This is an optimization exercise on Yosys and OpenROAD, whose aim is small area, not a production implementation. Only simulation tests tie the RTL to the original design; equivalence was not proved. Power figures rest on the tool's default switching activity, not on a simulated workload.

==> flow/design.v <==
module registrars_bank (
  input        clk,
  input        rst,
  input  [7:0] wd3,
  input  [2:0] wa3,
  input        we3,
  input  [2:0] ra1, ra2,
  output [7:0] rd1, rd2,
  output [7:0] saida_1, saida_2, saida_3, saida_4, saida_5, saida_6, saida_7);
  wire [8*8-1:0] x;
  assign x[7:0] = 8'd0;
  wire [7:0] wsel = {7'd0, we3} << wa3;
  wire [7:0] sel1 = 8'd1 << ra1;
  wire [7:0] sel2 = 8'd1 << ra2;
  genvar k, b;
  generate
    for (k = 1; k < 8; k = k + 1) begin : reg_g
      wire we = wsel[k];
      wire hold = ~wsel[k];
      for (b = 0; b < 8; b = b + 1) begin : bit_g
        reg_bit u (.clk(clk), .rst(rst), .we(we), .hold(hold), .d(wd3[b]),
          .q(x[8*k + b]));
      end
    end
    for (b = 0; b < 8; b = b + 1) begin : rd_g
      reg_rd_bit p1 (.s(sel1[7:1]), .d({x[56+b], x[48+b], x[40+b], x[32+b],
        x[24+b], x[16+b], x[8+b]}), .q(rd1[b]));
      reg_rd_bit p2 (.s(sel2[7:1]), .d({x[56+b], x[48+b], x[40+b], x[32+b],
        x[24+b], x[16+b], x[8+b]}), .q(rd2[b]));
    end
  endgenerate
  assign saida_1 = x[15:8];  assign saida_2 = x[23:16];
  assign saida_3 = x[31:24]; assign saida_4 = x[39:32];
  assign saida_5 = x[47:40]; assign saida_6 = x[55:48];
  assign saida_7 = x[63:56];
endmodule
module reg_bit (
  input      clk,
  input      rst,
  input      we,
  input      hold,
  input      d,
  output reg q);
  always @(posedge clk or negedge rst)
    if (!rst) q <= 1'b0;
    else q <= (d & we) | (q & hold);
endmodule
module reg_rd_bit (
  input  [6:0] s,
  input  [6:0] d,
  output       q);
  assign q = |(s & d);
endmodule
module Data_mem (
  input        clk,
  input        rst,       
  input  [7:0] A,
  input  [7:0] WD,
  input        WE,
  input  [7:0] sw_in,
  output [7:0] RD);
  reg written;
  always @(posedge clk or negedge rst)
    if (!rst) written <= 1'b0;
    else if (WE) written <= 1'b1;
  wire clr_n = ~(WE & ~written);
  wire [15:0] lo    = 16'b1 << A[3:0];
  wire [15:0] hi    = 16'b1 << A[7:4];
  wire [15:0] hi_rd = hi & {lo[15] | written, {15{written}}};
  wire [15:0] hi_wr = hi & {16{WE}};
  wire [7:0] wd_n = ~WD;
  wire [8*256-1:0] data_n;
  assign data_n[8*255 +: 8] = ~sw_in;
  wire [15:0] lo_n = ~lo;
  genvar i;
  generate
    for (i = 0; i < 255; i = i + 1) begin : byte_g
      wire we_n, hold_n;
      mem_dec dec (.lo(lo[i % 16]), .hi_wr(hi_wr[i / 16]), .we_n(we_n));
      mem_hold hld (.we_n(we_n), .clr_n(clr_n), .hold_n(hold_n));
      mem_byte u (.clk(clk), .we_n(we_n), .hold_n(hold_n), .d_n(wd_n),
        .q_n(data_n[8*i +: 8]));
    end
  endgenerate
  generate
    for (i = 0; i < 8; i = i + 1) begin : rd_g
      wire [15:0] grp_n;
      genvar g, k;
      for (g = 0; g < 16; g = g + 1) begin : grp_g
        wire [15:0] col_n;
        for (k = 0; k < 16; k = k + 1) begin : col_g
          assign col_n[k] = data_n[8*(16*g + k) + i];
        end
        mem_rd_grp r (.lo_n(lo_n), .d_n(col_n), .hi(hi_rd[g]),
          .y_n(grp_n[g]));
      end
      mem_rd_fin f (.y_n(grp_n), .q(RD[i]));
    end
  endgenerate
endmodule
module mem_dec (
  input  lo, hi_wr,
  output we_n);
  assign we_n = ~(lo & hi_wr);
endmodule
module mem_hold (
  input  we_n, clr_n,
  output hold_n);
  assign hold_n = ~(we_n & clr_n);
endmodule
module mem_byte (
  input        clk,
  input        we_n,
  input        hold_n,
  input  [7:0] d_n,
  output [7:0] q_n);
  genvar b;
  generate
    for (b = 0; b < 8; b = b + 1) begin : bit_g
      mem_bit u (.clk(clk), .we_n(we_n), .hold_n(hold_n), .d_n(d_n[b]),
        .q_n(q_n[b]));
    end
  endgenerate
endmodule
module mem_bit (
  input      clk,
  input      we_n,
  input      hold_n,
  input      d_n,
  output reg q_n);
  always @(posedge clk)
    q_n <= (d_n | we_n) & (q_n | hold_n);
endmodule
module mem_rd_grp (
  input  [15:0] lo_n,
  input  [15:0] d_n,
  input         hi,
  output        y_n);
  assign y_n = ~(hi & ~&(lo_n | d_n));
endmodule
module mem_rd_fin (
  input  [15:0] y_n,
  output        q);
  assign q = ~&y_n;
endmodule
`default_nettype none
module lasd_cpu (
input wire clk,
input wire rst_n,
output wire [7:0] instr_addr,
input wire [31:0] instr,
input wire [7:0] sw_in,
output wire [7:0] data_out,
output wire [7:0] reg_x1, reg_x2, reg_x3, reg_x4, reg_x5, reg_x6, reg_x7
);
wire [6:0] op = instr[6:0];
wire [2:0] f3 = instr[14:12];
wire [6:0] f7 = instr[31:25];
wire f3_0  = (f3 == 3'b000);
wire f7_0  = (f7 == 7'b0000000);
wire opR   = (op == 7'b0110011);
wire isR   = opR & ((f7_0 & (f3 != 3'b001) & (f3 != 3'b011)) |
                    ((f7 == 7'b0100000) & f3_0));
wire isI   = (op == 7'b0010011) & (f3_0 | (f3 == 3'b110) | (f3 == 3'b111));
wire isL   = (op == 7'b0000011) & f3_0;
wire isS   = (op == 7'b0100011) & f3_0;
wire isB   = (op == 7'b1100011) & f3_0;
wire isJ   = (op == 7'b1101111);
wire isJR  = (op == 7'b1100111) & f3_0;
wire imm_sb = op[5] & ~op[2];               
wire src_r  = op[5] & op[4];                
wire a_pc   = op[6] & (op[3] | ~op[2]);     
wire sub    = instr[30] | instr[13];        
wire [7:0] pc;
wire [7:0] r1, r2;
wire [7:0] imm;
assign imm[7:5] = instr[27:25];
assign imm[4:1] = imm_sb ? instr[11:8] : instr[24:21];
assign imm[0]   = imm_sb ? (~op[6] & instr[7]) : (~op[3] & instr[20]);
wire [7:0] b    = src_r ? r2 : imm;
wire [7:0] a    = a_pc ? pc : r1;
wire       cin  = src_r & sub;
wire [8:0] sum9 = {1'b0, a} + {1'b0, b ^ {8{cin}}} + {8'd0, cin};
wire [7:0] sum  = sum9[7:0];
wire       ltu  = ~sum9[8];
wire [7:0] imm_ls;
assign imm_ls[7:5] = instr[27:25];
assign imm_ls[4:1] = op[5] ? instr[11:8] : instr[24:21];
assign imm_ls[0]   = op[5] ? instr[7] : instr[20];
wire [7:0] addr = r1 + imm_ls;
wire [7:0] srl  = (|b[7:3]) ? 8'd0 : (r1 >> b[2:0]);
reg [7:0] alu;
always @(*) begin
  case (f3)
    3'b111:  alu = r1 & b;
    3'b110:  alu = r1 | b;
    3'b100:  alu = r1 ^ b;
    3'b010:  alu = {7'd0, ltu};
    3'b101:  alu = srl;
    default: alu = sum;
  endcase
end
wire [7:0] pc4 = {pc[7:2] + 6'd1, pc[1:0]};
wire [7:0] ld;
Data_mem memoria_dados (.clk(clk), .rst(rst_n), .A(addr), .WD(r2), .WE(isS),
  .sw_in(sw_in), .RD(ld));
wire [7:0] wd = op[4] ? alu : (op[2] ? pc4 : ld);
wire       we = isR | isI | isL | isJ;
registrars_bank registradores (.clk(clk), .rst(rst_n), .wd3(wd),
  .wa3(instr[9:7]), .we3(we), .ra1(instr[17:15]), .ra2(instr[22:20]),
  .rd1(r1), .rd2(r2),
  .saida_1(reg_x1), .saida_2(reg_x2), .saida_3(reg_x3), .saida_4(reg_x4),
  .saida_5(reg_x5), .saida_6(reg_x6), .saida_7(reg_x7));
wire eq    = (r1 == r2);
wire taken = isJ | isJR | (isB & eq);
reg [7:0] pc_q;
reg [7:0] out_q;
always @(posedge clk or negedge rst_n)
  if (!rst_n) begin
    pc_q  <= 8'd0;
    out_q <= 8'd0;
  end else begin
    pc_q <= taken ? sum : pc4;
    if (isS & (addr == 8'hFF)) out_q <= r2;
  end
assign pc = pc_q;
assign instr_addr = pc_q;
assign data_out = out_q;
endmodule
`default_nettype wire
==> flow/config.mk <==
export PLATFORM = sky130hd
export DESIGN_NAME = lasd_cpu
export DESIGN_NICKNAME = lasd_cpu
export VERILOG_FILES = /design/flow/design.v
export SDC_FILE = /design/flow/constraint.sdc
export NUM_CORES = 4
export LEC_CHECK = 0
export CAP_MARGIN = 10
export CORE_MARGIN = 2
export CORE_UTILIZATION = 35
export SLEW_MARGIN = 10
export SYNTH_HIERARCHICAL = 1
==> flow/constraint.sdc <==
create_clock -name core_clock -period 10.0 [get_ports {clk}]
set_input_delay 2.0000 -clock core_clock [delete_from_list [all_inputs] [get_ports {clk}]]
set_output_delay 2.0000 -clock core_clock [all_outputs]
set_load 0.01 [all_outputs]
standard.sh (not shown) runs the stock make flow with config.mk's settings and CLKGATE_MAP_FILE= SYNTH_SCRIPT=/design/flow/synth_recipe.tcl, a recipe that flattens the netlist after the stock synthesis.
==> flow/flow/run.sh <==
#!/bin/bash
# Layout flow: the standard flow (standard.sh: the standard synthesis and
# ORFS place and route) with three changes to how the layout is made:
#  - ports are buffered with buf_1 instead of a delay cell,
#  - clock tree synthesis uses no dummy loads,
#  - clock tree buffers are clkbuf_8, with clusters of up to 19 sinks.
# Every tool's output is kept in a log file in this folder.
set -e
export BUFFER_PORTS_ARGS="-buffer_cell sky130_fd_sc_hd__buf_1"
export CTS_ARGS="-sink_clustering_enable -repair_clock_nets -dont_use_dummy_load -sink_clustering_size 19 -sink_clustering_max_diameter 50 -buf_list {sky130_fd_sc_hd__clkbuf_8}"
bash standard.sh > standard_flow.log 2>&1
Then changed:
Settings changed: CORE_UTILIZATION 35 to 40, GPL_TIMING_DRIVEN from default to 0.
Outcome: Area after synthesis does not change. Total power falls by 0.42%. Setup slack degrades by 0.27 ns. Flip-flop and latch count is unchanged. Non-clock buffer count rises by 10. Via count barely changes. Maximum frequency falls by 3.1%. Wire length falls by 0.59%. Utilization rises by 5.8 points. Final cell count falls by 3.3%.
Then changed:
==> flow/flow/run.sh (replaced) <==
#!/bin/bash
# Layout flow: the standard flow (standard.sh: the standard synthesis and
# ORFS place and route) with three changes to how the layout is made:
#  - ports are buffered with buf_1 instead of a delay cell,
#  - clock tree synthesis uses no dummy loads,
#  - clock tree buffers are clkbuf_8, with clusters of up to 16 sinks.
# Every tool's output is kept in a log file in this folder.
set -e
export BUFFER_PORTS_ARGS="-buffer_cell sky130_fd_sc_hd__buf_1"
export CTS_ARGS="-sink_clustering_enable -repair_clock_nets -dont_use_dummy_load -sink_clustering_size 16 -sink_clustering_max_diameter 60 -buf_list {sky130_fd_sc_hd__clkbuf_8}"
bash standard.sh > standard_flow.log 2>&1
Settings changed: CAP_MARGIN 10 to 20, CORE_UTILIZATION 40 to 35, GPL_TIMING_DRIVEN 0 to default, SLEW_MARGIN 10 to 20.
After rerunning: The changed run went through all stages and came out clean. Worst setup slack improves by 0.21 ns. Power went down by 0.70%. First-iteration DRC count went up by 7.9%. Hold slack improves by 0.0039 ns.
Then changed:
==> flow/flow/run.sh (replaced) <==
#!/bin/bash
# Layout flow: the standard flow (standard.sh: the standard synthesis and
# ORFS place and route) with three changes to how the layout is made:
#  - ports are buffered with buf_1 instead of a delay cell,
#  - clock tree synthesis uses no dummy loads,
#  - clock tree buffers are clkbuf_16, with clusters of up to 32 sinks.
# Every tool's output is kept in a log file in this folder.
set -e
export BUFFER_PORTS_ARGS="-buffer_cell sky130_fd_sc_hd__buf_1"
export CTS_ARGS="-sink_clustering_enable -repair_clock_nets -dont_use_dummy_load -sink_clustering_size 32 -sink_clustering_max_diameter 80 -buf_list {sky130_fd_sc_hd__clkbuf_16}"
bash standard.sh > standard_flow.log 2>&1
Outcome: The changed run passed the timing, DRC and antenna checks. Final area rose by 0.53%. Wire length stays flat. Count of clock-buffer cells in the layout fell by 56. Area after synthesis does not change. Worst hold slack is worse by 0.0034 ns. First-iteration DRC count fell by 2.5%. Sequential power stays flat. Fmax fell by 1.1%. Clock power rose by 11%. Sequential cell count does not change. Worst setup slack is worse by 0.092 ns.

separate check: timing with driven ports:
No port has a modelled driver above. Below, the same layouts with a new extraction and two added sets of constraints.
Step 1, drivers: a clkbuf_16 drives clk and a buf_2 each remaining input, both assumed.
Step 2 moves the port delays by t, midway between the first and last clock arrival at a register: inputs arrive t later, outputs are due t later. That takes back most of the time a late clock gives input paths.
a / b / c = no drivers / after step 1 / after step 2; a / b = the first two.
| run | t, ns | setup slack, ns | clock arrival spread, ns | worst register clock-pin slew, ns | cell pins on the clock port's net |
|---|---|---|---|---|---|
| the first run | 1.035 | 1.465 / 1.525 / 0.489 | 0.150 / 0.151 | 0.12 / 0.12 | 1 |
| the second run | 1.024 | 1.196 / 1.251 / 0.228 | 0.118 / 0.117 | 0.12 / 0.12 | 1 |
| the third run | 1.009 | 1.403 / 1.466 / 0.457 | 0.144 / 0.144 | 0.11 / 0.11 | 1 |
| the fourth run | 0.855 | 1.310 / 1.376 / 0.521 | 0.148 / 0.148 | 0.12 / 0.12 | 1 |
After both steps setup and hold are still met in every run listed. For the first run, which loses most, drivers alone change the setup slack by +0.060 ns; drivers and shift together by -0.976 ns.
